From an optimization exercise on the open Yosys and OpenROAD flow, aimed at small area, a short achievable clock period and few clock cycles; shortcuts taken in it are not production practice.
RTL that was checked went through simulation tests only; none was proved equivalent to the original.
Power and IR drop assume default switching activity.

Design fewcore, start of the top module:
module fewcore (clk, reset, imem_addr, imem_rdata, dmem_addr, dmem_wdata, dmem_we, dmem_rdata);
==> module forwardingBoard, before the edit <==
module forwardingBoard(a, b, f3, taken);
	input [31:0] a, b;
	input [2:0] f3;
	output taken;
	wire sg = ~f3[1];
	wire [31:0] x = {a[31] ^ sg, a[30:0]};
	wire [31:0] y = {b[31] ^ sg, b[30:0]};
	reg [31:0] l, e;
	integer w, i;
	reg lt, eq;
	always @* begin
		l = ~x & y;
		e = ~(x ^ y);
		for (w = 1; w < 32; w = w * 2)
			for (i = 0; i < 32; i = i + 2 * w) begin
				l[i] = l[i + w] | (e[i + w] & l[i]);
				e[i] = e[i + w] & e[i];
			end
		lt = l[0];
		eq = e[0];
	end
	assign taken = f3[2] ? (f3[0] ? ~lt : (lt | eq)) : (f3[0] ? ~eq : eq);
endmodule
==> module fewcore, before the edit <==
module fewcore (clk, reset, imem_addr, imem_rdata, dmem_addr, dmem_wdata, dmem_we, dmem_rdata);
	input clk, reset;
	output [31:0] imem_addr;
	input  [31:0] imem_rdata;
	output [31:0] dmem_addr;
	output [31:0] dmem_wdata;
	output dmem_we;
	input  [31:0] dmem_rdata;
	reg  [31:0] pcF;           
	reg         fv;            
	reg         again;         
	reg         start;         
	reg  [31:0] aX, oX;        
	reg  [31:0] zX;            
	reg         vX, takeX;
	wire [31:0] sum;           
	wire [31:0] pcF4 = {pcF[31:2] + 30'd1, pcF[1:0]};
	wire        redir = vX & takeX;
	wire        dHaz;
	wire        refetch = fv & dHaz & ~redir;
	assign imem_addr = redir ? {sum[31:1], 1'b0} : start ? 32'b0 : again ? pcF : pcF4;
	always @(posedge clk) begin
		pcF <= refetch ? pcF : imem_addr;
		if (reset) begin
			fv    <= 1'b0;
			again <= 1'b0;
			start <= 1'b1;
		end else begin
			fv    <= ~refetch;
			again <= refetch;
			start <= 1'b0;
		end
	end
	wire [3:0]  dRs1, dRs2, dRd;
	wire [31:0] dImm;
	wire dUses1, dUses2, dBImm, dWr, dLoad, dStore, dJal, dJalr, dSub, dCmpUns;
	wire dRSum, dRLt, dRXor, dROr, dRAnd, dRSh, dRImm, dRTgt, dRNpc, dShLeft;
	wire dCEq, dCNe, dCLe, dCGe, dLdByte, dLdHalf, dLdUns;
	decoder dec(
		.inst(imem_rdata), .rs1(dRs1), .rs2(dRs2), .rd(dRd), .imm(dImm),
		.uses1(dUses1), .uses2(dUses2), .bImm(dBImm), .wr(dWr),
		.isLoad(dLoad), .isStore(dStore), .isJal(dJal), .isJalr(dJalr),
		.sub(dSub), .cmpUns(dCmpUns),
		.rSum(dRSum), .rLt(dRLt), .rXor(dRXor), .rOr(dROr), .rAnd(dRAnd),
		.rSh(dRSh), .rImm(dRImm), .rTgt(dRTgt), .rNpc(dRNpc), .shLeft(dShLeft),
		.cEq(dCEq), .cNe(dCNe), .cLe(dCLe), .cGe(dCGe),
		.ldByte(dLdByte), .ldHalf(dLdHalf), .ldUns(dLdUns)
	);
	wire dBr = dCEq | dCNe | dCLe | dCGe;
	reg  [3:0]  rdW;
	reg         wW, ldW, ldByteW, ldHalfW, ldUnsW;
	reg  [31:0] resW;
	wire [31:0] ldData, wbData;
	loadUnit lu(.ldByte(ldByteW), .ldHalf(ldHalfW), .ldUns(ldUnsW), .memData(dmem_rdata), .out(ldData));
	assign wbData = ldW ? ldData : resW;
	wire [31:0] rf1, rf2;
	bancoRegistrador rf(
		.clk(clk), .reset(reset), .rs1(dRs1), .rs2(dRs2),
		.data(wbData), .rd(rdW), .wEn(wW), .r1(rf1), .r2(rf2)
	);
	reg  [3:0]  rdX;
	reg         wrX, ldX;      
	wire [31:0] res;           
	wire m1 = dRs1 == rdX && wrX;
	wire m2 = dRs2 == rdX && wrX;
	assign dHaz = ldX & ((dUses1 & m1) | (dUses2 & m2));
	wire [31:0] dA = m1 ? res : rf1;
	wire [31:0] dB = m2 ? res : rf2;
	wire dTake;
	forwardingBoard bcmp(.a(dA), .b(dB), .f3(imem_rdata[14:12]), .taken(dTake));
	reg  stV, subX, cmpUnsX, shLeftX;
	reg  rSumX, rLtX, rXorX, rOrX, rAndX, rShX, rXX, rNpcX;
	reg  ldByteX, ldHalfX, ldUnsX;
	always @(posedge clk) begin
		aX   <= (dRTgt | dJal | dBr) ? pcF : dA;
		oX   <= ((dBImm | dRTgt | dJal | dBr | dRImm) ? dImm : dB) ^ {32{dSub}};
		zX   <= dB;
		rdX  <= dRd;
		subX <= dSub;  cmpUnsX <= dCmpUns;  shLeftX <= dShLeft;
		rSumX <= dRSum | dRTgt; rLtX <= dRLt; rXorX <= dRXor; rOrX <= dROr; rAndX <= dRAnd;
		rShX <= dRSh; rXX <= dRImm; rNpcX <= dRNpc;
		ldByteX <= dLdByte; ldHalfX <= dLdHalf; ldUnsX <= dLdUns;
		takeX <= dJal | dJalr | (dBr & dTake);
		if (reset) begin
			vX <= 1'b0; wrX <= 1'b0; ldX <= 1'b0; stV <= 1'b0;
		end else begin
			stV  <= fv & ~redir & ~dHaz & dStore;
			vX   <= fv & ~redir & ~dHaz;
			wrX  <= fv & ~redir & ~dHaz & dWr & (dRd != 4'd0);
			ldX  <= fv & ~redir & ~dHaz & dLoad;
		end
	end
	wire [31:0] shOut;
	wire lt;
	alu alu_m(.a(aX), .b(oX), .sub(subX), .cmpUns(cmpUnsX), .shLeft(shLeftX),
	          .sum(sum), .lt(lt), .shOut(shOut));
	assign res = ({32{rSumX}} & sum) | {31'b0, rLtX & lt} |
	             ({32{rXorX}} & (aX ^ oX)) | ({32{rOrX}} & (aX | oX)) |
	             ({32{rAndX}} & (aX & oX)) | ({32{rShX}} & shOut) |
	             ({32{rXX}} & oX) | ({32{rNpcX}} & pcF);
	assign dmem_addr  = sum;
	assign dmem_wdata = zX;
	assign dmem_we    = stV & ~reset;
	always @(posedge clk) begin
		resW <= res;
		rdW  <= rdX;
		ldByteW <= ldByteX; ldHalfW <= ldHalfX; ldUnsW <= ldUnsX;
		if (reset) begin
			wW  <= 1'b0;
			ldW <= 1'b0;
		end else begin
			wW  <= vX & wrX;
			ldW <= ldX;
		end
	end
endmodule
export LEC_CHECK = 0
export ABC_AREA = 1
export CAP_MARGIN = 20
export CORE_MARGIN = 2
export CORE_UTILIZATION = 40
export PLACE_DENSITY = 0.6
export SLEW_MARGIN = 20
create_clock -name core_clock -period 12.5 [get_ports {clk}]
standard.sh (not shown) runs the stock make flow with config.mk's settings and CLKGATE_MAP_FILE= SYNTH_SCRIPT=/design/flow/synth_recipe.tcl, a recipe that flattens the netlist after the stock synthesis.
==> flow/flow/run.sh <==
#!/bin/bash
# Own flow: the standard layout (standard.sh, unchanged synthesis) with
#  - the ports buffered by a plain buffer cell instead of the delay cell the
#    resizer picks by default,
#  - timing repair asked to leave setup margin,
#  - a clock tree of fewer, smaller buffers without dummy loads.
# make's full output goes to standard_make.log; ORFS's per-step logs stay
# under orfs/logs.
set -uo pipefail
MARGIN=6.5
CTS="-sink_clustering_enable -repair_clock_nets -dont_use_dummy_load -sink_clustering_size 16 -sink_clustering_max_diameter 120 -buf_list sky130_fd_sc_hd__clkbuf_16"
bash standard.sh "SETUP_SLACK_MARGIN=$MARGIN" \
  "BUFFER_PORTS_ARGS=-buffer_cell sky130_fd_sc_hd__buf_2" \
  "CTS_ARGS=$CTS" \
  finish > standard_make.log 2>&1
The starting point produced a clean layout.
Testbench counts at the start, summed over its fixed seeds: cycles 63,270.
Next try:
--- a/flow/design.v
+++ b/flow/design.v
@@ -1,28 +1,25 @@
-module forwardingBoard(a, b, f3, taken);
+module forwardingBoard(a, b, uns, lt, eq);
 	input [31:0] a, b;
-	input [2:0] f3;
-	output taken;
-	wire sg = ~f3[1];
-	wire [31:0] x = {a[31] ^ sg, a[30:0]};
-	wire [31:0] y = {b[31] ^ sg, b[30:0]};
+	input uns;
+	output reg lt, eq;
+	wire [31:0] x = {a[31] ^ ~uns, a[30:0]};
+	wire [31:0] y = {b[31] ^ ~uns, b[30:0]};
 	reg [31:0] l, e;
 	integer w, i;
-	reg lt, eq;
 	always @* begin
 		l = ~x & y;
 		e = ~(x ^ y);
 		for (w = 1; w < 32; w = w * 2)
 			for (i = 0; i < 32; i = i + 2 * w) begin
 				l[i] = l[i + w] | (e[i + w] & l[i]);
 				e[i] = e[i + w] & e[i];
 			end
 		lt = l[0];
 		eq = e[0];
 	end
-	assign taken = f3[2] ? (f3[0] ? ~lt : (lt | eq)) : (f3[0] ? ~eq : eq);
 endmodule
 module decoder(
 	input  [31:0] inst,
 	output [3:0]  rs1,
 	output [3:0]  rs2,
 	output [3:0]  rd,
@@ -165,15 +162,16 @@
 	reg  [31:0] pcF;           
 	reg         fv;            
 	reg         again;         
 	reg         start;         
 	reg  [31:0] aX, oX;        
 	reg  [31:0] zX;            
-	reg         vX, takeX;
+	reg         vX, jmpX, ltX, eqX, cEqX, cNeX, cLeX, cGeX;
 	wire [31:0] sum;           
 	wire [31:0] pcF4 = {pcF[31:2] + 30'd1, pcF[1:0]};
+	wire        takeX = jmpX | (cEqX & eqX) | (cNeX & ~eqX) | (cLeX & (ltX | eqX)) | (cGeX & ~ltX);
 	wire        redir = vX & takeX;
 	wire        dHaz;
 	wire        refetch = fv & dHaz & ~redir;
 	assign imem_addr = redir ? {sum[31:1], 1'b0} : start ? 32'b0 : again ? pcF : pcF4;
 	always @(posedge clk) begin
 		pcF <= refetch ? pcF : imem_addr;
@@ -219,27 +217,29 @@
 	wire [31:0] res;           
 	wire m1 = dRs1 == rdX && wrX;
 	wire m2 = dRs2 == rdX && wrX;
 	assign dHaz = ldX & ((dUses1 & m1) | (dUses2 & m2));
 	wire [31:0] dA = m1 ? res : rf1;
 	wire [31:0] dB = m2 ? res : rf2;
-	wire dTake;
-	forwardingBoard bcmp(.a(dA), .b(dB), .f3(imem_rdata[14:12]), .taken(dTake));
+	wire dLt, dEq;
+	forwardingBoard bcmp(.a(dA), .b(dB), .uns(imem_rdata[13]), .lt(dLt), .eq(dEq));
 	reg  stV, subX, cmpUnsX, shLeftX;
 	reg  rSumX, rLtX, rXorX, rOrX, rAndX, rShX, rXX, rNpcX;
 	reg  ldByteX, ldHalfX, ldUnsX;
 	always @(posedge clk) begin
 		aX   <= (dRTgt | dJal | dBr) ? pcF : dA;
 		oX   <= ((dBImm | dRTgt | dJal | dBr | dRImm) ? dImm : dB) ^ {32{dSub}};
 		zX   <= dB;
 		rdX  <= dRd;
 		subX <= dSub;  cmpUnsX <= dCmpUns;  shLeftX <= dShLeft;
 		rSumX <= dRSum | dRTgt; rLtX <= dRLt; rXorX <= dRXor; rOrX <= dROr; rAndX <= dRAnd;
 		rShX <= dRSh; rXX <= dRImm; rNpcX <= dRNpc;
 		ldByteX <= dLdByte; ldHalfX <= dLdHalf; ldUnsX <= dLdUns;
-		takeX <= dJal | dJalr | (dBr & dTake);
+		jmpX <= dJal | dJalr;
+		ltX  <= dLt;  eqX <= dEq;
+		cEqX <= dCEq; cNeX <= dCNe; cLeX <= dCLe; cGeX <= dCGe;
 		if (reset) begin
 			vX <= 1'b0; wrX <= 1'b0; ldX <= 1'b0; stV <= 1'b0;
 		end else begin
 			stV  <= fv & ~redir & ~dHaz & dStore;
 			vX   <= fv & ~redir & ~dHaz;
 			wrX  <= fv & ~redir & ~dHaz & dWr & (dRd != 4'd0);
=> The changed run completed with no timing, DRC or antenna violations. Cell area is about the same. Critical path depth fell by 3. Wire length goes up slightly. Die area stays flat. Total power rises slightly. First-iteration DRC count drops by a few percent. Global-route usage is higher by 0.17 points. Hold slack stays flat. Core utilization hardly moves. Area after synthesis is about the same. Setup slack is worse by 0.13 ns.
No functional check of the RTL was part of the second run of this note.

---

the reference run:
fewcore, a different RTL version from the one above (not shown whole).
Size: roughly 4600 cells after synthesis, about 700 flip-flops, ~160 I/O pins, roughly 0.038 mm² of cells after synthesis.
==> module bancoRegistrador, before the edit <==
module bancoRegistrador(clk, clear, rs1, rs2, data, rd, wEn, r1, r2);
	input clk, clear;
	input [3:0] rs1, rs2, rd;
	input wEn;                
	input [31:0] data;
	output [31:0] r1, r2;
	reg [31:0] registers [1:15];
	reg [15:1] valid;
	integer i;
	always @(posedge clk) begin
		for (i = 1; i < 16; i = i + 1)
			if (wEn && rd == i) registers[i] <= data;
	end
	always @(posedge clk) begin
		if (clear) valid <= 15'b0;
		else if (wEn) valid[rd] <= 1'b1;
	end
	wire wt1 = wEn && rd == rs1;
	wire wt2 = wEn && rd == rs2;
	reg [31:0] a, b;
	always @* begin
		a = wt1 ? data : 32'b0;
		b = wt2 ? data : 32'b0;
		for (i = 1; i < 16; i = i + 1) begin
			if (rs1 == i && valid[i] && !(wEn && rd == i)) a = a | registers[i];
			if (rs2 == i && valid[i] && !(wEn && rd == i)) b = b | registers[i];
		end
	end
	assign r1 = a;
	assign r2 = b;
endmodule
clock: 12.5 ns
lec_check: 0
abc_area: 1
cap_margin: 5
core_margin: 2
core_utilization: 40
place_density: 0.6
slew_margin: 5
tns_end_percent: 0
==> flow/flow/run.sh <==
#!/bin/bash
# Own flow: the standard layout (standard.sh, unchanged synthesis) with
#  - the ports buffered by a plain buffer cell instead of the delay cell the
#    resizer picks by default,
#  - timing repair asked to leave setup margin,
#  - a clock tree of fewer, smaller buffers without dummy loads.
# make's full output goes to standard_make.log; ORFS's per-step logs stay
# under orfs/logs.
set -uo pipefail
MARGIN=7.5
CTS="-sink_clustering_enable -repair_clock_nets -dont_use_dummy_load -sink_clustering_size 20 -sink_clustering_max_diameter 130 -buf_list sky130_fd_sc_hd__clkbuf_16"
bash standard.sh "SETUP_SLACK_MARGIN=$MARGIN" \
  "BUFFER_PORTS_ARGS=-buffer_cell sky130_fd_sc_hd__buf_1" \
  "CTS_ARGS=$CTS" \
  finish > standard_make.log 2>&1
Testbench counts of the reference run, summed over its fixed seeds: cycles 63,270.
Relative to the reference run, the following input files were edited for the trial run:
diff --git a/flow/design.v b/flow/design.v
--- a/flow/design.v
+++ b/flow/design.v
@@ -127,29 +127,25 @@
 	input [3:0] rs1, rs2, rd;
 	input wEn;                
 	input [31:0] data;
 	output [31:0] r1, r2;
 	reg [31:0] registers [1:15];
-	reg [15:1] valid;
+	wire [31:0] wdata = data & {32{~clear}};
 	integer i;
 	always @(posedge clk) begin
 		for (i = 1; i < 16; i = i + 1)
-			if (wEn && rd == i) registers[i] <= data;
-	end
-	always @(posedge clk) begin
-		if (clear) valid <= 15'b0;
-		else if (wEn) valid[rd] <= 1'b1;
+			if (clear || (wEn && rd == i)) registers[i] <= wdata;
 	end
 	wire wt1 = wEn && rd == rs1;
 	wire wt2 = wEn && rd == rs2;
 	reg [31:0] a, b;
 	always @* begin
 		a = wt1 ? data : 32'b0;
 		b = wt2 ? data : 32'b0;
 		for (i = 1; i < 16; i = i + 1) begin
-			if (rs1 == i && valid[i] && !(wEn && rd == i)) a = a | registers[i];
-			if (rs2 == i && valid[i] && !(wEn && rd == i)) b = b | registers[i];
+			if (rs1 == i && !(wEn && rd == i)) a = a | registers[i];
+			if (rs2 == i && !(wEn && rd == i)) b = b | registers[i];
 		end
 	end
 	assign r1 = a;
 	assign r2 = b;
 endmodule
==> notes.md <==
Flop count, the reference run -> the trial run: decreased
On later-pin clock latency in the skew report, the trial run tracks the reference run almost exactly.
The worst path setup slack after routing of the trial run is higher than that of the reference run.
Going from the reference run to the trial run, the global-route wire length before repair was found to have gone down by 3.8%.
The worst hold slack across all endpoints number comes out higher for the trial run vs the reference run.
In the trial run, the number of distinct library cells after synthesis came out about 4.7% below the value in the reference run.
Global-route usage in the trial run is 0.54 points below the reference run.
Testbench counts of the trial run, summed over its fixed seeds: cycles 63,270.

---

fewcore, a different RTL version from the one above (not shown whole).
For scale: ~4,500 cells after synthesis, roughly 160 I/O pins.
==> module alu, before the edit <==
module alu(a, b, sub, cmpUns, shLeft, sum, lt, shOut);
	input  [31:0] a, b;
	input  sub, cmpUns, shLeft;
	output [31:0] sum;
	output lt;
	output [31:0] shOut;
	wire [33:0] s = {1'b0, a, 1'b1} + {1'b0, b, sub};
	assign sum = s[32:1];
	wire b31 = b[31] ^ sub;            
	wire ltu = ~s[33];
	wire lts = (a[31] ^ b31) ? a[31] : s[32];
	assign lt = cmpUns ? ltu : lts;
	reg [31:0] ain, rout;
	integer i;
	always @* begin
		for (i = 0; i < 32; i = i + 1) ain[i] = shLeft ? a[31 - i] : a[i];
	end
	wire [31:0] r = ain >> b[4:0];
	always @* begin
		for (i = 0; i < 32; i = i + 1) rout[i] = shLeft ? r[31 - i] : r[i];
	end
	assign shOut = rout;
endmodule
==> flow/config.mk <==
export PLATFORM = sky130hd
export DESIGN_NAME = fewcore
export DESIGN_NICKNAME = fewcore
export VERILOG_FILES = /design/flow/design.v
export SDC_FILE = /design/flow/constraint.sdc
export NUM_CORES = 4
export LEC_CHECK = 0
export ABC_AREA = 1
export CAP_MARGIN = 10
export CORE_MARGIN = 2
export CORE_UTILIZATION = 40
export PLACE_DENSITY = 0.6
export SLEW_MARGIN = 10
export TNS_END_PERCENT = 0
==> flow/constraint.sdc <==
create_clock -name core_clock -period 12.5 [get_ports {clk}]
set_input_delay 2.5000 -clock core_clock [delete_from_list [all_inputs] [get_ports {clk}]]
set_output_delay 2.5000 -clock core_clock [all_outputs]
set_load 0.01 [all_outputs]
Scripts as last shown in full above: flow/flow/run.sh
The first run passed the timing, design-rule and antenna checks.
Next try:
--- a/flow/design.v
+++ b/flow/design.v
@@ -93,17 +93,28 @@
 module alu(a, b, sub, cmpUns, shLeft, sum, lt, shOut);
 	input  [31:0] a, b;
 	input  sub, cmpUns, shLeft;
 	output [31:0] sum;
 	output lt;
 	output [31:0] shOut;
-	wire [33:0] s = {1'b0, a, 1'b1} + {1'b0, b, sub};
-	assign sum = s[32:1];
+	reg [31:0] g, p;
+	integer k, j;
+	always @* begin
+		g = a & b;
+		p = a ^ b;
+		g[0] = g[0] | (p[0] & sub);
+		for (k = 1; k < 32; k = k * 2)
+			for (j = 31; j >= k; j = j - 1) begin
+				g[j] = g[j] | (p[j] & g[j - k]);
+				p[j] = p[j] & p[j - k];
+			end
+	end
+	assign sum = (a ^ b) ^ {g[30:0], sub};
 	wire b31 = b[31] ^ sub;            
-	wire ltu = ~s[33];
-	wire lts = (a[31] ^ b31) ? a[31] : s[32];
+	wire ltu = ~g[31];
+	wire lts = (a[31] ^ b31) ? a[31] : sum[31];
 	assign lt = cmpUns ? ltu : lts;
 	reg [31:0] ain, rout;
 	integer i;
 	always @* begin
 		for (i = 0; i < 32; i = i + 1) ain[i] = shLeft ? a[31 - i] : a[i];
 	end
Worst setup slack degrades by 0.27 ns.
Clock skew goes up by 0.020 ns.
Non-clock buffer count goes down by 76.
Sequential share of layout area goes up by 1.3 points.
Core utilization goes down by 1.4 points.
Wire length goes down by 6.5%.
Cell area goes down by 3.1%.
No run of this note included a check of the RTL's function; only the layout flow was run.

## separate check: timing with driven ports
The flow's constraints put no driver on any port. The routed layouts listed below were extracted and timed again, unchanged, in two steps.
Step 1, drivers: a clkbuf_16 drives clk and a buf_2 each remaining input, both assumed.
Step 2 moves the port delays by t, midway between the first and last clock arrival at a register: inputs arrive t later, outputs are due t later. That takes back most of the time a late clock gives input paths.
Three values: ideal ports, drivers, drivers and shift; two values: the first two.
run	shift t [ns]	setup WS [ns]	hold slack, ns	clock arrival spread, ns	pins driven straight from the clock port
the first run of note 1	0.706	6.504 / 6.487 / 5.848	0.332 / 0.332 / 0.332	0.067 / 0.066	1
the second run of note 1	0.706	6.369 / 6.407 / 5.701	0.329 / 0.329 / 0.329	0.105 / 0.106	1
the reference run	0.681	6.804 / 6.852 / 6.170	0.346 / 0.346 / 0.346	0.105 / 0.105	1
the trial run	0.692	6.884 / 6.824 / 6.237	0.396 / 0.396 / 0.396	0.083 / 0.083	1
the first run of note 3	0.674	6.877 / 6.878 / 6.230	0.339 / 0.339 / 0.339	0.060 / 0.060	1
the second run of note 3	0.688	6.607 / 6.554 / 5.866	0.334 / 0.334 / 0.334	0.082 / 0.082	1
After both steps setup and hold are still met in every run listed. The setup slack of the second run of note 3, which loses most, moves by -0.053 ns with the drivers and by -0.741 ns with both steps.
